Source: an optimization exercise on an open RTL-to-GDS flow (aim: small area). Production flows keep margins and buffers that such runs may drop.
The RTL was checked by simulation tests, not by an equivalence proof against the original design.
Power and IR drop assume default switching activity.

==> flow/design.v (outline; a module is shown in full before it is edited, if it fits) <==
// module MyMC14495: 18 lines
// module pbdebounce: 24 lines
// module tile_rom: 2368 lines
// module buzzer_driver: 67 lines
// module top: 401 lines
module top(
    input clk,
    input reset,
    input [7:0] SW,
    input [3:0] btn,
    output btn_x,
    output vga_hs, vga_vs,
    output [3:0] vga_red, vga_green, vga_blue,
    output [3:0] AN,
    output [7:0] SEGMENT,
    output buzzer
);
  // ...
==> flow/flow/run.sh <==
#!/bin/bash
set -euo pipefail
export CTS_ARGS="-sink_clustering_enable -repair_clock_nets -dont_use_dummy_load -sink_clustering_size 20 -sink_clustering_max_diameter 100"
bash standard.sh > standard_flow.log 2>&1
==> flow/standard.sh <==
#!/bin/bash
# synth_recipe.tcl (not shown) runs the flow's synth.tcl, then flattens the netlist and writes it again
# the make line also repeats each setting of config.mk as NAME=value (left out here)
make -C /OpenROAD-flow-scripts/flow DESIGN_CONFIG=/design/flow/config.mk WORK_HOME=/design/flow/orfs CLKGATE_MAP_FILE= SYNTH_SCRIPT=/design/flow/synth_recipe.tcl "${@:-finish}"
==> flow/config.mk <==
export PLATFORM = sky130hd
export DESIGN_NAME = top
export DESIGN_NICKNAME = top
export VERILOG_FILES = /design/flow/design.v
export SDC_FILE = /design/flow/constraint.sdc
export NUM_CORES = 4
export LEC_CHECK = 0
export ABC_AREA = 1
export CAP_MARGIN = 40
export CORE_MARGIN = 2
export CORE_UTILIZATION = 40
export PLACE_DENSITY = 0.55
export SLEW_MARGIN = 30
export SYNTH_MEMORY_MAX_BITS = 8192
==> flow/constraint.sdc <==
create_clock -name core_clock -period 20.0 [get_ports {clk}]
set_input_delay 4.0000 -clock core_clock [delete_from_list [all_inputs] [get_ports {clk}]]
set_output_delay 4.0000 -clock core_clock [all_outputs]
set_load 0.01 [all_outputs]
==> impl_metrics.tcl, run 1 <==
set metrics [dict create \
    outcome "complete, no violations" \
    die_w_um 293 \
    layout.cells.non_filler 6620 \
    h-tree-depth 1 \
    routed_wl_um 178000 \
    synth_area_um2 33400 \
    slew_viol_final 0 \
    r2r-start "cd[0]$_SDFF_PP0_" \
    seqCellArea_um2 7470 \
    fillCellCount 9127 \
    startpoint_type "flop" \
    worst_hold_path.endpoint "buzzing.m19[0]$_SDFF_PP0_" \
    ant_nets 0 \
    cts_buffers 25 \
    largest_class "multi-input gates" \
    p_comb_mw 0.530 \
    dpl.hpwl_um 139000 \
    grt_pass1_vias 37000 \
    finalSetupViolations 0 \
    cts_root_buffer "clkbuf_16" \
    dr.pass1.iters 7 \
    final_common_cell "nand2_1" \
    buffers 159 \
    dieArea_um2 85800 \
    worstHoldPathType "reg -> reg" \
    drc 0 \
    synthArstFlopShare_pct 0 \
    cp.depth 54 \
    maxPowerGroup "registers" \
    power.density_nw_per_um2 49.7 \
    crit_family "simple AND/OR/NAND/NOR gates" \
    met2_usage_pct 58.4 \
    ys_seq_area_share_pct 22.4 \
]
==> module buzzer_driver, before the edit <==
module buzzer_driver (
    input reset,
    input clk,
    input [9:0] cd,            
    input begin_button,
    input getscore,
    input lose,
    output reg note
);
reg [3:0] m9;
reg [4:0] m19;
reg [7:0] m203;
reg [8:0] m383;
always @(posedge clk) begin
    if (reset) begin
        m9 <= 0; m19 <= 0; m203 <= 0; m383 <= 0;
    end else begin
        m9 <= (m9 == 8) ? 4'd0 : m9 + 1'b1;
        m19 <= (m19 == 18) ? 5'd0 : m19 + 1'b1;
        m203 <= (m203 == 202) ? 8'd0 : m203 + 1'b1;
        m383 <= (m383 == 382) ? 9'd0 : m383 + 1'b1;
    end
end
wire z9 = (m9 == 0), z19 = (m19 == 0);
wire z3 = (m9 == 0) | (m9 == 3) | (m9 == 6);
wire [6:0] z = {m203 == 0, (cd[1:0] == 0) & z3 & z19, cd[7:0] == 0, (cd[4:0] == 0) & z9,
                (cd[3:0] == 0) & z19, ~cd[0] & z9 & z19, m383 == 0};
reg [7:0] li;
always @(posedge clk) begin
    if (reset) li <= 0;
    else if (cd == 10'h1ff) li <= (li == 156) ? 8'd0 : li + 1'b1;
end
localparam [627:0] lyric_init = 628'h5023040320101030504302023040503010105035043020230405030101005023040320202304050301010040607605053050435020203010100500300400200300007005003004002003050070000;
reg [2:0] lt;
integer i;
always @(*) begin
    lt = 0;
    for (i = 0; i < 157; i = i + 1)
        if (li == i) lt = lyric_init[626 - 4*i -: 3];
end
reg [2:0] p0, p1, p2, p3, p4;
reg pre_getscore, pre_lose;
always @(posedge clk) begin
    if (reset) begin
        p0 <= 1; p1 <= 2; p2 <= 3; p3 <= 4; p4 <= 5;
        pre_getscore <= 0; pre_lose <= 0;
    end else if (getscore & ~pre_getscore) begin
        p0 <= 1; p1 <= 3; p2 <= 5;
        pre_getscore <= 1;
    end else if (~getscore & pre_getscore) begin
        pre_getscore <= 0;
    end else if (lose & ~pre_lose) begin
        p0 <= 5; p1 <= 4; p2 <= 3; p3 <= 2; p4 <= 1;
        pre_lose <= 1;
    end else if (~lose & pre_lose) begin
        pre_lose <= 0;
    end else if (cd == 10'd1) begin
        p0 <= p1; p1 <= p2; p2 <= p3; p3 <= p4; p4 <= 0;
    end
end
wire tp = (p0 != 0) & z[p0 - 1'b1];
wire tl = begin_button & (lt != 0) & z[lt - 1'b1];
always @(posedge clk) begin
    if (reset) note <= 0;
    else if (tp | tl) note <= ~note;
end
endmodule
==> module top, before the edit <==
module top(
    input clk,
    input reset,
    input [7:0] SW,
    input [3:0] btn,
    output btn_x,
    output vga_hs, vga_vs,
    output [3:0] vga_red, vga_green, vga_blue,
    output [3:0] AN,
    output [7:0] SEGMENT,
    output buzzer
);
reg [14:0] cd;
always @(posedge clk) begin
    if (reset) cd <= 0;
    else cd <= cd + 1'b1;
end
wire rst = SW[0];
wire pause = SW[1];
wire speed_up = SW[2];
wire lose;
reg pre_rst;
reg [1:0] state;                  
wire beginning = state[0];
wire pre_lose = ~state[0];
wire start_ev = (rst ^ pre_rst) & pre_lose;
always @(posedge clk) begin
    if (reset) begin
        pre_rst <= SW[0];
        state <= 0;
    end else if (lose & ~pre_lose) begin
        state <= 2;
    end else if (start_ev) begin
        pre_rst <= rst;
        state <= 1;
    end else if (rst ^ pre_rst & ~pre_lose) pre_rst <= rst;
end
wire left, right, turn_left, turn_right;
pbdebounce debounce0(.clk(clk), .reset(reset), .button(btn[0]), .pbreg(turn_right));
pbdebounce debounce1(.clk(clk), .reset(reset), .button(btn[1]), .pbreg(right));
pbdebounce debounce2(.clk(clk), .reset(reset), .button(btn[2]), .pbreg(left));
pbdebounce debounce3(.clk(clk), .reset(reset), .button(btn[3]), .pbreg(turn_left));
assign btn_x = 1'b0;
function [15:0] pat;
    input [2:0] s; input [1:0] o;
    begin
        case ({s, o})
        5'd0: pat = 16'b0110000100100110;
        5'd1: pat = 16'b0101000100100101;
        5'd2: pat = 16'b0101011000010101;
        5'd3: pat = 16'b0101011000100101;
        5'd4: pat = 16'b1001010101100010;
        5'd5: pat = 16'b0101011000000001;
        5'd6: pat = 16'b1001010101100010;
        5'd7: pat = 16'b0101011000000001;
        5'd8: pat = 16'b1010011000010010;
        5'd9: pat = 16'b1001010101100111;
        5'd10: pat = 16'b1010101101100010;
        5'd11: pat = 16'b0101011001110011;
        5'd12: pat = 16'b1001010100010010;
        5'd13: pat = 16'b0100010101100000;
        5'd14: pat = 16'b1000100101010001;
        5'd15: pat = 16'b1010010001010110;
        5'd16: pat = 16'b1010010101100001;
        5'd17: pat = 16'b0100010100010010;
        5'd18: pat = 16'b1010010101100001;
        5'd19: pat = 16'b0100010100010010;
        5'd20: pat = 16'b1010010101100010;
        5'd21: pat = 16'b1010010101100111;
        5'd22: pat = 16'b1010011001110010;
        5'd23: pat = 16'b0101011001110010;
        5'd24: pat = 16'b0101011000010010;
        5'd25: pat = 16'b0101011000010010;
        5'd26: pat = 16'b0101011000010010;
        5'd27: pat = 16'b0101011000010010;
        5'd28: pat = 16'b1101100101010001;
        5'd29: pat = 16'b0000000100100011;
        5'd30: pat = 16'b1101100101010001;
        5'd31: pat = 16'b0000000100100011;
        default: pat = 16'd0;
        endcase
    end
endfunction
reg [2:0] shape;           
reg [1:0] ko;              
reg signed [5:0] R;        
reg [3:0] C;
reg [3:0] Lo, Hv;          
reg pos_zero;              
function [9:0] pcell;       
    input [3:0] p; input [5:0] r0; input [3:0] c0; input [3:0] lo; input [3:0] hv;
    reg [3:0] cs; reg wrap; reg [4:0] row; reg [3:0] col;
    begin
        cs = c0 + 4'd3 + {2'b00, p[1:0]};
        wrap = (cs >= 10);
        col = wrap ? cs - 4'd10 : cs;
        row = {3'b000, p[3:2]} + r0[4:0] + {4'b0000, wrap};
        pcell = {(p >= lo) & (p < hv), row, col};
    end
endfunction
wire rp;
wire [2:0] sstep;
wire [1:0] uo = (rp & ~sstep[2]) ? ko + sstep[1:0] : ko;
wire signed [5:0] nR;
wire [3:0] nC;
function [9:0] shift_off;
    input [1:0] d; input [5:0] r0; input [3:0] c0;
    begin
        shift_off[9:4] = (d == 2'd1) ? r0 + 6'd1 :
                         (d == 2'd2 && c0 == 9) ? r0 + 6'd1 :
                         (d == 2'd3 && c0 == 0) ? r0 - 6'd1 : r0;
        shift_off[3:0] = (d == 2'd2) ? ((c0 == 9) ? 4'd0 : c0 + 4'd1) :
                         (d == 2'd3) ? ((c0 == 0) ? 4'd9 : c0 - 4'd1) : c0;
    end
endfunction
wire [1:0] ssh = (sstep == 3'd4) ? 2'd3 : (sstep == 3'd5) ? 2'd2 : (sstep == 3'd6) ? 2'd1 : 2'd0;
wire [9:0] sRC = shift_off(ssh, R, C);
wire signed [5:0] uR = rp ? sRC[9:4] : R;
wire [3:0] uC = rp ? sRC[3:0] : C;
wire [15:0] pp = pat(shape, uo);
wire [9:0] pc0 = pcell(pp[15:12], uR, uC, Lo, Hv);
wire [9:0] pc1 = pcell(pp[11:8], uR, uC, Lo, Hv);
wire [9:0] pc2 = pcell(pp[7:4], uR, uC, Lo, Hv);
wire [9:0] pc3 = pcell(pp[3:0], uR, uC, Lo, Hv);
wire pv0 = pc0[9] & ~pos_zero, pv1 = pc1[9] & ~pos_zero;
wire pv2 = pc2[9] & ~pos_zero, pv3 = pc3[9] & ~pos_zero;
wire pos_empty = ~(pv0 | pv1 | pv2 | pv3);
wire isl_u = (pc0[9] & pc0[3:0] == 0) | (pc1[9] & pc1[3:0] == 0) | (pc2[9] & pc2[3:0] == 0) | (pc3[9] & pc3[3:0] == 0);
wire isr_u = (pc0[9] & pc0[3:0] == 9) | (pc1[9] & pc1[3:0] == 9) | (pc2[9] & pc2[3:0] == 9) | (pc3[9] & pc3[3:0] == 9);
wire isleftb  = isl_u & ~pos_zero;
wire isrightb = isr_u & ~pos_zero;
wire bottom   = (pv0 & pc0[8:4] == 19) | (pv1 & pc1[8:4] == 19) | (pv2 & pc2[8:4] == 19) | (pv3 & pc3[8:4] == 19);
function [2:0] mod5;
    input [4:0] r;
    mod5 = (r >= 15) ? r - 15 : (r >= 10) ? r - 10 : (r >= 5) ? r - 5 : r;
endfunction
wire [2:0] pu0 = mod5(pc0[8:4]), pu1 = mod5(pc1[8:4]), pu2 = mod5(pc2[8:4]), pu3 = mod5(pc3[8:4]);
reg [9:0] M [0:4];
integer uu, cc;
always @(*) begin
    for (uu = 0; uu < 5; uu = uu + 1)
        for (cc = 0; cc < 10; cc = cc + 1)
            M[uu][cc] = (pv0 & pu0 == uu & pc0[3:0] == cc) | (pv1 & pu1 == uu & pc1[3:0] == cc)
                      | (pv2 & pu2 == uu & pc2[3:0] == cc) | (pv3 & pu3 == uu & pc3[3:0] == cc);
end
wire [19:0] inwin;
genvar gw;
generate for (gw = 0; gw < 20; gw = gw + 1) begin : win
    assign inwin[gw] = (uR <= gw) & (uR >= gw - 4);
end endgenerate
reg [199:0] P;
integer ii;
always @(*) begin
    for (ii = 0; ii < 200; ii = ii + 1)
        P[ii] = inwin[ii / 10] & M[(ii / 10) % 5][ii % 10];
end
reg [199:0] occupy;
wire lose_live = (P & occupy) != 0;
reg lose_q;
always @(posedge clk) if (~rp) lose_q <= lose_live;
assign lose = rp ? lose_q & ~pos_zero : lose_live;
wire [4:0] d_row; wire [3:0] d_col;
wire [4:0] o_row = d_row;
wire [3:0] o_col = d_col;
reg [9:0] orow;
integer jj;
always @(*) begin
    case (o_row)
    5'd0: orow = occupy[9:0];
    5'd1: orow = occupy[19:10];
    5'd2: orow = occupy[29:20];
    5'd3: orow = occupy[39:30];
    5'd4: orow = occupy[49:40];
    5'd5: orow = occupy[59:50];
    5'd6: orow = occupy[69:60];
    5'd7: orow = occupy[79:70];
    5'd8: orow = occupy[89:80];
    5'd9: orow = occupy[99:90];
    5'd10: orow = occupy[109:100];
    5'd11: orow = occupy[119:110];
    5'd12: orow = occupy[129:120];
    5'd13: orow = occupy[139:130];
    5'd14: orow = occupy[149:140];
    5'd15: orow = occupy[159:150];
    5'd16: orow = occupy[169:160];
    5'd17: orow = occupy[179:170];
    5'd18: orow = occupy[189:180];
    5'd19: orow = occupy[199:190];
    default: orow = 10'b0;
    endcase
end
wire occ_bit = orow[o_col];
assign sstep = cd[4:2];
assign rp = (cd[8:7] == 2'b10) & (cd[6:5] == 2'b00) & (cd[4:2] != 3'd7) & (cd[1:0] == 2'b11);
reg img_l, img_r, img_ov, ovL, ovR, ovB;
always @(posedge clk) begin
    if (rp) begin
        if (~sstep[2]) begin
            img_l  <= (sstep[1:0] != 0 & img_l)  | isl_u;
            img_r  <= (sstep[1:0] != 0 & img_r)  | isr_u;
            img_ov <= (sstep[1:0] != 0 & img_ov) | lose_live;
        end
        if (sstep == 3'd4) ovL <= lose_live;
        if (sstep == 3'd5) ovR <= lose_live;
        if (sstep == 3'd6) ovB <= lose_live;
    end
end
wire ovL_e = ovL & ~pos_zero, ovR_e = ovR & ~pos_zero, ovB_e = ovB & ~pos_zero;
wire img_ov_e = img_ov & ~pos_zero;
wire fall_t = (cd[11:0] == 0) & ~pause;
wire clr_t  = (cd[9:0] == 1) & ~pause;
wire rot_t  = (cd[9:0] == 0) & ~pause;
wire mov_t  = (cd[8:0] == 0) & ~pause;
wire land = ovB_e | bottom | pos_empty;
wire rot_ok = (~turn_left | ~turn_right) & ~(img_l & img_r) & ~img_ov_e;
wire left_ok  = ~left & ~isleftb & ~ovL_e;
wire right_ok = ~right & ~isrightb & ~ovR_e;
wire speed_ok = speed_up & ~ovB_e & ~bottom;
reg [1:0] sh;
always @(*) begin
    sh = 2'd0;
    if (fall_t) sh = 2'd1;
    else if (mov_t) begin
        if (left_ok) sh = 2'd3;
        if (right_ok) sh = 2'd2;
        if (speed_ok) sh = 2'd1;
    end
end
wire [9:0] nRC = shift_off(sh, R, C);
assign nR = nRC[9:4];
assign nC = nRC[3:0];
wire [2:0] fl = (nC >= 7) ? 3'd0 : (nC <= 3) ? 3'd4 : 3'd7 - nC[2:0];
wire [2:0] fh = (nC <= 3) ? 3'd0 : (nC >= 7) ? 3'd4 : nC[2:0] - 3'd3;
reg [3:0] lo_c, hv_c;
always @(*) begin
    case (nR)
    -6'sd1: lo_c = {1'b0, fl};
    -6'sd2: lo_c = 4'd4 + fl;
    -6'sd3: lo_c = 4'd8 + fl;
    -6'sd4: lo_c = (nC < 6) ? 4'd14 : 4'd12;
    default: lo_c = nR[5] ? 4'd14 : 4'd0;
    endcase
    case (nR)
    6'sd16: hv_c = (nC >= 6) ? 4'd13 : 4'd14;
    6'sd17: hv_c = 4'd12 - fh;
    6'sd18: hv_c = 4'd8 - fh;
    6'sd19: hv_c = 4'd4 - fh;
    default: hv_c = (~nR[5] & nR > 6'sd19) ? 4'd0 : 4'd14;
    endcase
end
wire dead = (Lo >= Hv);
wire [19:0] full;
genvar g;
generate for (g = 0; g < 20; g = g + 1) begin : fr
    assign full[g] = &occupy[g*10 +: 10];
end endgenerate
wire [19:0] shiftr;
generate for (g = 0; g < 20; g = g + 1) begin : sr
    if (g == 0) assign shiftr[g] = |full;
    else assign shiftr[g] = ~|full[g-1:0] & |full[19:g];
end endgenerate
wire go = ~start_ev & beginning;
wire clr_all = reset | (~start_ev & ~beginning);
wire land_go = go & fall_t & land;
wire shift_go = go & ~fall_t & clr_t & (|full);
wire [19:0] shr = shift_go ? shiftr : 20'd0;
wire [19:0] ldr = land_go ? inwin : 20'd0;
reg [199:0] occ_n;
integer rr_, cc_;
always @(*) begin
    for (rr_ = 0; rr_ < 20; rr_ = rr_ + 1)
        for (cc_ = 0; cc_ < 10; cc_ = cc_ + 1)
            occ_n[rr_*10 + cc_] = ~clr_all & (
                  (shr[rr_] & (rr_ == 0 ? 1'b0 : occupy[(rr_ == 0 ? 0 : rr_ - 1)*10 + cc_]))
                | (~shr[rr_] & occupy[rr_*10 + cc_])
                | (ldr[rr_] & M[rr_ % 5][cc_]));
end
always @(posedge clk) occupy <= occ_n;
reg [3:0] d0, d1, d2;
reg d3;
reg getscore;
always @(posedge clk) begin
    if (reset) begin
        d0 <= 0; d1 <= 0; d2 <= 0; d3 <= 0; getscore <= 0;
        shape <= 0; ko <= 0; R <= 0; C <= 0;
        Lo <= 4'd14; Hv <= 4'd14; pos_zero <= 1'b1;
    end else if (start_ev) begin
        d0 <= 0; d1 <= 0; d2 <= 0; d3 <= 0;
    end else if (~beginning) begin
        pos_zero <= 1'b1;
    end else if (fall_t) begin
        if (land) begin
            shape <= cd[14:12];
            ko <= 0; R <= 0; C <= 0; Lo <= 0; Hv <= 4'd14;
            pos_zero <= 1'b0;
        end else if (~dead) begin
            R <= nR; C <= nC;
            if (lo_c > Lo) Lo <= lo_c;
            if (hv_c < Hv) Hv <= hv_c;
        end
    end else if (clr_t) begin
        if (|full) begin
            getscore <= 1;
            if (d3 & d2 == 0 & d1 == 2 & d0 == 3) begin
                d0 <= 0; d1 <= 0; d2 <= 0; d3 <= 0;
            end else if (d0 != 9) d0 <= d0 + 1;
            else begin
                d0 <= 0;
                if (d1 != 9) d1 <= d1 + 1;
                else begin
                    d1 <= 0;
                    if (d2 != 9) d2 <= d2 + 1;
                    else begin d2 <= 0; d3 <= 1; end
                end
            end
        end else getscore <= 0;
    end else if (rot_t) begin
        if (rot_ok) begin
            pos_zero <= 1'b0;
            if (~turn_left) ko <= ko + 1'b1;
            else ko <= ko - 1'b1;
        end
    end else if (mov_t) begin
        if (sh != 0 && ~dead) begin
            R <= nR; C <= nC;
            if (lo_c > Lo) Lo <= lo_c;
            if (hv_c < Hv) Hv <= hv_c;
        end
    end
end
wire [1:0] scan = cd[4:3];
wire [3:0] hx = (scan == 0) ? d0 : (scan == 1) ? d1 : (scan == 2) ? d2 : {3'b000, d3};
assign AN = ~(4'b0001 << scan);
MyMC14495 m(.D0(hx[0]), .D1(hx[1]), .D2(hx[2]), .D3(hx[3]), .point(1'b0), .LE(1'b0),
    .a(SEGMENT[0]), .b(SEGMENT[1]), .c(SEGMENT[2]), .d(SEGMENT[3]),
    .e(SEGMENT[4]), .f(SEGMENT[5]), .g(SEGMENT[6]), .p(SEGMENT[7]));
reg [5:0] XA; reg [1:0] XB; reg [2:0] XL;
reg [4:0] YA; reg [1:0] YB; reg [2:0] YL;
reg hs, vs;
reg [3:0] rr, gg, bb;
wire ven = (cd[1:0] == 2'b01);
function ge;
    input [5:0] a; input [1:0] b; input [2:0] l;
    input [5:0] A; input [1:0] B; input [2:0] L;
    ge = (a > A) | (a == A & (b > B | (b == B & l >= L)));
endfunction
wire x_end = (XA == 33) & (XB == 0) & (XL == 7);             
wire x_656 = (XA == 27) & (XB == 1) & (XL == 0);             
wire y_end = (YA == 21) & (YB == 2) & (YL == 4);             
wire [2:0] XLn = XL + 1'b1;
wire [1:0] XBn = (XL != 7) ? XB : (XB == 2) ? 2'd0 : XB + 1'b1;
wire [5:0] XAn = (XL == 7 && XB == 2) ? XA + 1'b1 : XA;
wire [2:0] YLi = YL + 1'b1;
wire [1:0] YBi = (YL != 7) ? YB : (YB == 2) ? 2'd0 : YB + 1'b1;
wire [4:0] YAi = (YL == 7 && YB == 2) ? YA + 1'b1 : YA;
wire [4:0] YAn = ~x_656 ? YA : y_end ? 5'd0 : YAi;
wire [1:0] YBn = ~x_656 ? YB : y_end ? 2'd0 : YBi;
wire [2:0] YLn = ~x_656 ? YL : y_end ? 3'd0 : YLi;
wire rd = ~ge(XA, XB, XL, 26, 2, 0) & (YA < 20);            
wire [11:0] color;
always @(posedge clk) begin
    if (reset) begin
        XA <= 6'd27; XB <= 2'd1; XL <= 3'd0;                 
        YA <= 5'd20; YB <= 2'd1; YL <= 3'd1;                 
        hs <= 0; vs <= 0; rr <= 0; gg <= 0; bb <= 0;
    end else if (ven) begin
        if (x_end) begin XA <= 0; XB <= 0; XL <= 0; end
        else begin XA <= XAn; XB <= XBn; XL <= XLn; end
        YA <= YAn; YB <= YBn; YL <= YLn;
        if (x_656) hs <= 1'b0;
        else if (XA == 31 && XB == 1 && XL == 0) hs <= 1'b1;                   
        if (x_656) vs <= ~(YA == 20 && YB == 1 && (YL == 1 || YL == 2));       
        rr <= rd ? color[3:0] : 4'h0;
        gg <= rd ? color[7:4] : 4'h0;
        bb <= rd ? color[11:8] : 4'h0;
    end
end
assign vga_hs = hs; assign vga_vs = vs;
assign vga_red = rr; assign vga_green = gg; assign vga_blue = bb;
wire [3:0] px = XA - 6'd8 - (XB == 0);
wire [1:0] xh = {XB == 0, XB == 2};
wire [4:0] py = YA;
wire [1:0] yh = YB;
assign d_row = py; assign d_col = px;
wire in_board = ge(XA, XB, XL, 8, 1, 0) & ~ge(XA, XB, XL, 18, 1, 0);           
wire is_occupy = in_board & occ_bit;
wire is_position = in_board & (
      (pv0 & pc0[8:4] == py & pc0[3:0] == px) | (pv1 & pc1[8:4] == py & pc1[3:0] == px)
    | (pv2 & pc2[8:4] == py & pc2[3:0] == px) | (pv3 & pc3[8:4] == py & pc3[3:0] == px));
wire in_window = ge(XA, XB, XL, 7, 0, 2) & ~ge(XA, XB, XL, 19, 1, 6)      
               & ge(YA, YB, YL, 5, 2, 4) & ~ge(YA, YB, YL, 14, 0, 4);     
wire is_bound = (XA == 8 && XB == 0 && XL >= 5) || (XA == 18 && XB == 1 && XL <= 2)    
             || (YA == 0 && YB == 0 && YL <= 2) || ge(YA, YB, YL, 19, 2, 5);        
wire [11:0] tile;
tile_rom tr(.sel(is_position ? shape : 3'd7), .yh(yh), .yl(YL), .xh(xh), .xl(XL), .c(tile));
assign color = (state == 1) ? ((is_position | is_occupy) ? tile : is_bound ? 12'h79b : 12'h000) :
               (state == 0) ? (in_window ? 12'h222 : 12'h111) :
               (state == 2) ? (in_window ? 12'hfff : 12'h000) : 12'h000;
buzzer_driver buzzing(.clk(clk), .reset(reset), .cd(cd[9:0]), .begin_button(beginning),
    .getscore(getscore), .lose(lose), .note(buzzer));
endmodule
==> inputs of run 2 (changes only) <==
--- a/flow/design.v
+++ b/flow/design.v
@@ -2421,32 +2421,98 @@
 reg [4:0] m19;
 reg [7:0] m203;
 reg [8:0] m383;
-always @(posedge clk) begin
-    if (reset) begin
-        m9 <= 0; m19 <= 0; m203 <= 0; m383 <= 0;
-    end else begin
-        m9 <= (m9 == 8) ? 4'd0 : m9 + 1'b1;
-        m19 <= (m19 == 18) ? 5'd0 : m19 + 1'b1;
-        m203 <= (m203 == 202) ? 8'd0 : m203 + 1'b1;
-        m383 <= (m383 == 382) ? 9'd0 : m383 + 1'b1;
-    end
-end
-wire z9 = (m9 == 0), z19 = (m19 == 0);
-wire z3 = (m9 == 0) | (m9 == 3) | (m9 == 6);
-wire [6:0] z = {m203 == 0, (cd[1:0] == 0) & z3 & z19, cd[7:0] == 0, (cd[4:0] == 0) & z9,
-                (cd[3:0] == 0) & z19, ~cd[0] & z9 & z19, m383 == 0};
 reg [7:0] li;
 always @(posedge clk) begin
-    if (reset) li <= 0;
-    else if (cd == 10'h1ff) li <= (li == 156) ? 8'd0 : li + 1'b1;
-end
-localparam [627:0] lyric_init = 628'h5023040320101030504302023040503010105035043020230405030101005023040320202304050301010040607605053050435020203010100500300400200300007005003004002003050070000;
+    m9   <= (reset | m9 == 4'd5) ? 4'd1 : {m9[2:0], m9[3] ^ m9[2]};
+    m19  <= (reset | m19 == 5'd3) ? 5'd1 : {m19[3:0], m19[4] ^ m19[2]};
+    m203 <= (reset | m203 == 8'd117) ? 8'd1 : {m203[6:0], m203[7] ^ m203[5] ^ m203[4] ^ m203[3]};
+    m383 <= (reset | m383 == 9'd510) ? 9'd1 : {m383[7:0], m383[8] ^ m383[4]};
+    if (reset) li <= 8'd1;
+    else if (cd == 10'h1ff) li <= (li == 8'd238) ? 8'd1 : {li[6:0], li[7] ^ li[5] ^ li[4] ^ li[3]};
+end
+wire z9 = (m9 == 4'd1), z19 = (m19 == 5'd1);
+wire z3 = (m9 == 4'd1) | (m9 == 4'd9) | (m9 == 4'd13);    
+wire [6:0] z = {m203 == 8'd1, (cd[1:0] == 0) & z3 & z19, cd[7:0] == 0, (cd[4:0] == 0) & z9,
+                (cd[3:0] == 0) & z19, ~cd[0] & z9 & z19, m383 == 9'd1};
 reg [2:0] lt;
-integer i;
 always @(*) begin
-    lt = 0;
-    for (i = 0; i < 157; i = i + 1)
-        if (li == i) lt = lyric_init[626 - 4*i -: 3];
+    lt = 3'd0;
+    if (li == 8'd1) lt = 3'd5;
+    if (li == 8'd4) lt = 3'd2;
+    if (li == 8'd8) lt = 3'd3;
+    if (li == 8'd35) lt = 3'd4;
+    if (li == 8'd142) lt = 3'd3;
+    if (li == 8'd28) lt = 3'd2;
+    if (li == 8'd113) lt = 3'd1;
+    if (li == 8'd196) lt = 3'd1;
+    if (li == 8'd18) lt = 3'd3;
+    if (li == 8'd75) lt = 3'd5;
+    if (li == 8'd46) lt = 3'd4;
+    if (li == 8'd92) lt = 3'd3;
+    if (li == 8'd112) lt = 3'd2;
+    if (li == 8'd192) lt = 3'd2;
+    if (li == 8'd129) lt = 3'd3;
+    if (li == 8'd6) lt = 3'd4;
+    if (li == 8'd25) lt = 3'd5;
+    if (li == 8'd100) lt = 3'd3;
+    if (li == 8'd146) lt = 3'd1;
+    if (li == 8'd73) lt = 3'd1;
+    if (li == 8'd38) lt = 3'd5;
+    if (li == 8'd155) lt = 3'd3;
+    if (li == 8'd55) lt = 3'd5;
+    if (li == 8'd220) lt = 3'd4;
+    if (li == 8'd185) lt = 3'd3;
+    if (li == 8'd228) lt = 3'd2;
+    if (li == 8'd144) lt = 3'd2;
+    if (li == 8'd32) lt = 3'd3;
+    if (li == 8'd130) lt = 3'd4;
+    if (li == 8'd10) lt = 3'd5;
+    if (li == 8'd43) lt = 3'd3;
+    if (li == 8'd173) lt = 3'd1;
+    if (li == 8'd182) lt = 3'd1;
+    if (li == 8'd181) lt = 3'd5;
+    if (li == 8'd214) lt = 3'd2;
+    if (li == 8'd172) lt = 3'd3;
+    if (li == 8'd178) lt = 3'd4;
+    if (li == 8'd203) lt = 3'd3;
+    if (li == 8'd150) lt = 3'd2;
+    if (li == 8'd88) lt = 3'd2;
+    if (li == 8'd97) lt = 3'd2;
+    if (li == 8'd195) lt = 3'd3;
+    if (li == 8'd15) lt = 3'd4;
+    if (li == 8'd62) lt = 3'd5;
+    if (li == 8'd251) lt = 3'd3;
+    if (li == 8'd237) lt = 3'd1;
+    if (li == 8'd183) lt = 3'd1;
+    if (li == 8'd189) lt = 3'd4;
+    if (li == 8'd245) lt = 3'd6;
+    if (li == 8'd215) lt = 3'd7;
+    if (li == 8'd174) lt = 3'd6;
+    if (li == 8'd186) lt = 3'd5;
+    if (li == 8'd232) lt = 3'd5;
+    if (li == 8'd209) lt = 3'd3;
+    if (li == 8'd68) lt = 3'd5;
+    if (li == 8'd16) lt = 3'd4;
+    if (li == 8'd33) lt = 3'd3;
+    if (li == 8'd67) lt = 3'd5;
+    if (li == 8'd13) lt = 3'd2;
+    if (li == 8'd54) lt = 3'd2;
+    if (li == 8'd216) lt = 3'd3;
+    if (li == 8'd99) lt = 3'd1;
+    if (li == 8'd143) lt = 3'd1;
+    if (li == 8'd121) lt = 3'd5;
+    if (li == 8'd206) lt = 3'd3;
+    if (li == 8'd115) lt = 3'd4;
+    if (li == 8'd152) lt = 3'd2;
+    if (li == 8'd197) lt = 3'd3;
+    if (li == 8'd180) lt = 3'd7;
+    if (li == 8'd164) lt = 3'd5;
+    if (li == 8'd34) lt = 3'd3;
+    if (li == 8'd20) lt = 3'd4;
+    if (li == 8'd165) lt = 3'd2;
+    if (li == 8'd42) lt = 3'd3;
+    if (li == 8'd169) lt = 3'd5;
+    if (li == 8'd78) lt = 3'd7;
 end
 reg [2:0] p0, p1, p2, p3, p4;
 reg pre_getscore, pre_lose;
@@ -2544,7 +2610,7 @@
         5'd19: pat = 16'b0100010100010010;
         5'd20: pat = 16'b1010010101100010;
         5'd21: pat = 16'b1010010101100111;
-        5'd22: pat = 16'b1010011001110010;
+        5'd22: pat = 16'b1010011101100010;
         5'd23: pat = 16'b0101011001110010;
         5'd24: pat = 16'b0101011000010010;
         5'd25: pat = 16'b0101011000010010;
@@ -2590,10 +2656,8 @@
                          (d == 2'd3) ? ((c0 == 0) ? 4'd9 : c0 - 4'd1) : c0;
     end
 endfunction
-wire [1:0] ssh = (sstep == 3'd4) ? 2'd3 : (sstep == 3'd5) ? 2'd2 : (sstep == 3'd6) ? 2'd1 : 2'd0;
-wire [9:0] sRC = shift_off(ssh, R, C);
-wire signed [5:0] uR = rp ? sRC[9:4] : R;
-wire [3:0] uC = rp ? sRC[3:0] : C;
+wire signed [5:0] uR = rp ? nR : R;
+wire [3:0] uC = rp ? nC : C;
 wire [15:0] pp = pat(shape, uo);
 wire [9:0] pc0 = pcell(pp[15:12], uR, uC, Lo, Hv);
 wire [9:0] pc1 = pcell(pp[11:8], uR, uC, Lo, Hv);
@@ -2601,12 +2665,10 @@
 wire [9:0] pc3 = pcell(pp[3:0], uR, uC, Lo, Hv);
 wire pv0 = pc0[9] & ~pos_zero, pv1 = pc1[9] & ~pos_zero;
 wire pv2 = pc2[9] & ~pos_zero, pv3 = pc3[9] & ~pos_zero;
-wire pos_empty = ~(pv0 | pv1 | pv2 | pv3);
 wire isl_u = (pc0[9] & pc0[3:0] == 0) | (pc1[9] & pc1[3:0] == 0) | (pc2[9] & pc2[3:0] == 0) | (pc3[9] & pc3[3:0] == 0);
 wire isr_u = (pc0[9] & pc0[3:0] == 9) | (pc1[9] & pc1[3:0] == 9) | (pc2[9] & pc2[3:0] == 9) | (pc3[9] & pc3[3:0] == 9);
-wire isleftb  = isl_u & ~pos_zero;
-wire isrightb = isr_u & ~pos_zero;
-wire bottom   = (pv0 & pc0[8:4] == 19) | (pv1 & pc1[8:4] == 19) | (pv2 & pc2[8:4] == 19) | (pv3 & pc3[8:4] == 19);
+wire bot_u = (pc0[9] & pc0[8:4] == 19) | (pc1[9] & pc1[8:4] == 19) | (pc2[9] & pc2[8:4] == 19) | (pc3[9] & pc3[8:4] == 19);
+wire emp_u = ~(pc0[9] | pc1[9] | pc2[9] | pc3[9]);
 function [2:0] mod5;
     input [4:0] r;
     mod5 = (r >= 15) ? r - 15 : (r >= 10) ? r - 10 : (r >= 5) ? r - 5 : r;
@@ -2670,6 +2732,7 @@
 assign sstep = cd[4:2];
 assign rp = (cd[8:7] == 2'b10) & (cd[6:5] == 2'b00) & (cd[4:2] != 3'd7) & (cd[1:0] == 2'b11);
 reg img_l, img_r, img_ov, ovL, ovR, ovB;
+reg pl_b, pr_b, pbot, pemp;         
 always @(posedge clk) begin
     if (rp) begin
         if (~sstep[2]) begin
@@ -2677,6 +2740,9 @@
             img_r  <= (sstep[1:0] != 0 & img_r)  | isr_u;
             img_ov <= (sstep[1:0] != 0 & img_ov) | lose_live;
         end
+        if (sstep == 3'd0) begin
+            pl_b <= isl_u; pr_b <= isr_u; pbot <= bot_u; pemp <= emp_u;
+        end
         if (sstep == 3'd4) ovL <= lose_live;
         if (sstep == 3'd5) ovR <= lose_live;
         if (sstep == 3'd6) ovB <= lose_live;
@@ -2684,6 +2750,10 @@
 end
 wire ovL_e = ovL & ~pos_zero, ovR_e = ovR & ~pos_zero, ovB_e = ovB & ~pos_zero;
 wire img_ov_e = img_ov & ~pos_zero;
+wire isleftb = pl_b & ~pos_zero;
+wire isrightb = pr_b & ~pos_zero;
+wire bottom = pbot & ~pos_zero;
+wire pos_empty = pemp | pos_zero;
 wire fall_t = (cd[11:0] == 0) & ~pause;
 wire clr_t  = (cd[9:0] == 1) & ~pause;
 wire rot_t  = (cd[9:0] == 0) & ~pause;
@@ -2696,7 +2766,8 @@
 reg [1:0] sh;
 always @(*) begin
     sh = 2'd0;
-    if (fall_t) sh = 2'd1;
+    if (rp) sh = (sstep == 3'd4) ? 2'd3 : (sstep == 3'd5) ? 2'd2 : (sstep == 3'd6) ? 2'd1 : 2'd0;
+    else if (fall_t) sh = 2'd1;
     else if (mov_t) begin
         if (left_ok) sh = 2'd3;
         if (right_ok) sh = 2'd2;
@@ -2756,13 +2827,26 @@
 reg [3:0] d0, d1, d2;
 reg d3;
 reg getscore;
+wire clr_go = go & ~fall_t & clr_t;
+wire s_wrap = d3 & (d2 == 0) & (d1 == 2) & (d0 == 3);
+wire s_c0 = (d0 == 9), s_c1 = s_c0 & (d1 == 9), s_c2 = s_c1 & (d2 == 9);
+always @(posedge clk) begin
+    if (reset | start_ev) begin
+        d0 <= 0; d1 <= 0; d2 <= 0; d3 <= 0;
+    end else if (shift_go) begin
+        d0 <= (s_wrap | s_c0) ? 4'd0 : d0 + 1'b1;
+        d1 <= s_wrap ? 4'd0 : ~s_c0 ? d1 : (d1 == 9) ? 4'd0 : d1 + 1'b1;
+        d2 <= s_wrap ? 4'd0 : ~s_c1 ? d2 : (d2 == 9) ? 4'd0 : d2 + 1'b1;
+        d3 <= ~s_wrap & (d3 | s_c2);
+    end
+    if (reset) getscore <= 1'b0;
+    else if (clr_go) getscore <= |full;
+end
 always @(posedge clk) begin
     if (reset) begin
-        d0 <= 0; d1 <= 0; d2 <= 0; d3 <= 0; getscore <= 0;
         shape <= 0; ko <= 0; R <= 0; C <= 0;
         Lo <= 4'd14; Hv <= 4'd14; pos_zero <= 1'b1;
     end else if (start_ev) begin
-        d0 <= 0; d1 <= 0; d2 <= 0; d3 <= 0;
     end else if (~beginning) begin
         pos_zero <= 1'b1;
     end else if (fall_t) begin
@@ -2776,21 +2860,6 @@
             if (hv_c < Hv) Hv <= hv_c;
         end
     end else if (clr_t) begin
-        if (|full) begin
-            getscore <= 1;
-            if (d3 & d2 == 0 & d1 == 2 & d0 == 3) begin
-                d0 <= 0; d1 <= 0; d2 <= 0; d3 <= 0;
-            end else if (d0 != 9) d0 <= d0 + 1;
-            else begin
-                d0 <= 0;
-                if (d1 != 9) d1 <= d1 + 1;
-                else begin
-                    d1 <= 0;
-                    if (d2 != 9) d2 <= d2 + 1;
-                    else begin d2 <= 0; d3 <= 1; end
-                end
-            end
-        end else getscore <= 0;
     end else if (rot_t) begin
         if (rot_ok) begin
             pos_zero <= 1'b0;
--- a/flow/config.mk
+++ b/flow/config.mk
@@ -8,7 +8,7 @@
 export ABC_AREA = 1
 export CAP_MARGIN = 40
 export CORE_MARGIN = 2
-export CORE_UTILIZATION = 40
-export PLACE_DENSITY = 0.55
+export CORE_UTILIZATION = 30
+export PLACE_DENSITY = 0.45
 export SLEW_MARGIN = 30
 export SYNTH_MEMORY_MAX_BITS = 8192
==> impl_metrics.tcl, run 2 <==
set metrics [dict create \
    grt_start_max_net_pins 74 \
    overflow 0 \
    startpoint_type "primary input" \
    synth_most_common_cell "nand2_1" \
    clk_latency_ns 0.70 \
    dieArea_um2 119000 \
    synth_area_um2 35000 \
    multi_input_area_um2 23700 \
    ff2ff_path_depth 53 \
    reg_top3 "occupy x200, cd x15, buzzing.m383 x9" \
    top_register "occupy" \
    maxUsedRoutingLayer "met5" \
    drt-initial-drc-count 5296 \
    synthTopCellsByCount "nand2_1, inv_1, nor2_1" \
    hold_viol 0 \
    crit_path_top_delay_cell "fa_1" \
    die_w_um 346 \
    hold_start "buzzing.m19[0]$_SDFF_PP1_" \
    cp.depth 56 \
    cts_root_buffer "clkbuf_16" \
    avgSynthCellArea_um2 5.97 \
    post_drt_wl_per_cell_um 26.2 \
    cts_resized 0 \
    power_mw 1.85 \
    synthCells 5864 \
    power.density_nw_per_um2 48.7 \
    final_net_count 6045 \
    worst-path-buf-inv 10 \
    worstPathRequired_ns 20.51 \
    yosysTopAreaCellShare_pct 20.6 \
    max_slew.worst_pin.slew_ns 0.997 \
    rrSetupSlack_ns 8.52 \
    outcome "complete, no violations" \
    cts.reportedPaths.clkPinSlew_ns 0.09 \
    synth_warnings 5 \
    seqCellArea_um2 7590 \
    area_growth_pct 8.63 \
    yosysTopAreaCell "dfxtp_1" \
    power_leakage_nw 16.4 \
    antenna_found_initial 5 \
    rsz0062_at_grt "false" \
    fillCellCount 13200 \
    dr.pass1.iters 8 \
    drc 0 \
    r2r_end "buzzing.p1[2]$_SDFFE_PP0P_" \
    finalSetupViolations 0 \
    core_um2 116000 \
    h-tree-depth 1 \
    synth_edf_count 12 \
    fmax_ghz 0.0719 \
    synth_nets 6054 \
    dr_wl_met2_um 80400 \
    dpl.hpwl_um 150000 \
    final_cell_mix "nand2_1, inv_1, nor2_1, nand3_1, a21oi_1" \
    grt.total_usage_pct 31.1 \
    cp_slowest_stage_delay_ns 0.74 \
    cts_buffers 30 \
    min_period_over_period_pct 69.6 \
    drv_cap 0 \
    die_y_um 346 \
    peakVddDrop_mv 0.0751 \
    synth-main-ff-cell "dfxtp_1" \
    fin_tns_setup_ns 0 \
    cts_sinks 373 \
    cts_tree "built" \
    gp_congestion 1.04 \
    crit_top_cell "nand2_1" \
    grt_pass1_wl_um 278000 \
    synth_area_leaders "dfxtp_1, nand2_1, inv_1, nand3_1, nor2_1" \
    r2r-start "cd[4]$_SDFF_PP0_" \
    via_per_inst 5.73 \
    post-cts-setup-buffers 0 \
    worst_ep_arrival_time_ns 14.42 \
    largest_reg_flops 200 \
    path_max_fanout 34 \
    row_count 125 \
    grt_pass1_vias 38800 \
    crit_family "simple AND/OR/NAND/NOR gates" \
    vias 42300 \
    hold_buffers 0 \
    maxSlewHeadroom_pct 32.9 \
    num_io_pins 42 \
    path_class "in -> reg" \
    worst_hold_path.endpoint "buzzing.m19[1]$_SDFF_PP0_" \
    skew_ns 0.166 \
    routed_wl_um 194000 \
    yosys_register_bits 373 \
    drt-met1-wl_um 86900 \
    start_util_pct 30.2 \
    drive_gt1_share_pct 5.95 \
    cts_buffer_depth 3 \
    ant_nets 0 \
    cp-end-kind "flop" \
    hold_depth 2 \
    slew_viol_final 0 \
    final_common_cell "nand2_1" \
    wl_met3_um 17600 \
    worstHoldPathType "reg -> reg" \
    period_minus_slack_ns 13.91 \
    synthArstFlopShare_pct 0 \
    ys_seq_area_share_pct 21.7 \
    port_buffers 34 \
    synthDistinctLibCells 80 \
]
[run 2: cell count changes after synthesis, moves of 32 or more]
cell / change
inv_1: -52
nand3_1: +364
nand4_2: +32
nand2_1: +215
a22oi_1: -45
o21ai_0: -58
nand2_2: +33
nand4_1: +68
a221oi_1: -40
[run 2: power by group]
part,leakage [nW],switching [mW],internal (mW),total [mW]
combinational,13.0,0.381,0.125,0.506
sequential,3.03,0.0133,0.761,0.775
clock,0.370,0.309,0.262,0.571
total,16.4,0.703,1.15,1.85
[run 2: metal layers]
metal  GRT usage (%)  vias to the layer above
met2            46.8                     2002
met5               0                        -
met4            11.4                        4
li1                -                    19600
met1            44.1                    20300
met3            5.64                      378
[run 2: through the flow]
step | area, um^2 | util, % | setup slack (ns) | cells | hold slack [ns]
after CTS | 38000 | 32.7 | 6.25 | 7369 | 0.433
after global placement | 37000 | 31.9 | 5.42 | 7324 | 0.416
after detailed placement | 37200 | 32.1 | 5.63 | 7339 | 0.420
after global routing | 38000 | 32.8 | 5.31 | 7377 | 0.448
after floorplan | 35000 | - | 9.05 | 5864 | 0.409
final | 38000 | 32.8 | 6.09 | 7380 | 0.430
[run 2: worst reg2reg max path, delay by kind of cell (launching register included)]
kind            cells  cell delay [ns]
fa+ha+maj           6             2.13
flops               1             0.54
simple gates       30             5.73
xor+xnor            1             0.30
compound gates      5             0.99
buf+inv            11             1.77
[run 2: cells by family (layout without fill, tap and decap cells)]
kind of cell               count (synthesis)  after routing  synth area share [%]
AOI/OAI and AO/OA                       1101           1101                  18.3
xor gates and xnor gates                  44             44                  1.10
adders and majority gates                176            176                  6.52
buffers and inverters                    977            966                  11.0
DFF                                      373            373                  21.7
muxes                                     21             21                 0.600
other                                      2              5                0.0214
and+or+nand+nor                         3170           3170                  40.8
[run 2: how the worst max path moves through the flow]
stage          startpoint                          to  slack (ns)
6_report            SW[1]  buzzing.p1[2]$_SDFFE_PP0P_        6.09
5_1_grt             SW[1]  buzzing.p0[0]$_SDFFE_PP1P_        5.31
4_1_cts             SW[1]  buzzing.p1[2]$_SDFFE_PP0P_        6.25
3_5_place_dp        SW[1]  buzzing.p1[2]$_SDFFE_PP0P_        5.63
3_3_place_gp        SW[1]  buzzing.p2[0]$_SDFFE_PP1P_        5.42
2_1_floorplan       SW[1]  buzzing.p2[0]$_SDFFE_PP1P_        9.05
[run 2: cell type report]
| cell class | instances | area share (%) |
|---|---|---|
| Multi-Input combinational cell | 4514 | 62.2 |
| Sequential cell | 373 | 19.9 |
| Clock buffer | 30 | 1.97 |
| Tap cell | 1524 | 5.01 |
| Timing Repair Buffer | 129 | 2.88 |
| Inverter | 807 | 7.97 |
| Antenna cell | 3 | 0.0197 |

[re-timing with driven ports]
In the flow no input, the clock included, has a driving cell. The finished layouts below were timed again as built, in two steps. Step 1, drivers: a clkbuf_16 drives clk and a buf_2 each remaining input, both assumed. Step 2, shift: input delay + t, output delay - t, t = (earliest + latest rising clock arrival at the registers) / 2. This alone moves slack from input paths to output paths. Three values: ideal, step 1, step 2; two values: the first two.
run	t, ns	slack for setup (ns)	hold slack, ns	worst setup path at the end
run 1	0.650	8.149 / 8.149 / 8.149	0.464 / 0.464 / 0.464	register to register
run 2	0.697	6.088 / 6.130 / 5.433	0.430 / 0.430 / 0.430	input to register
After both steps every run listed still meets setup and hold. The setup slack of run 2, which loses most, moves by +0.042 ns with the drivers and by -0.655 ns with both steps.
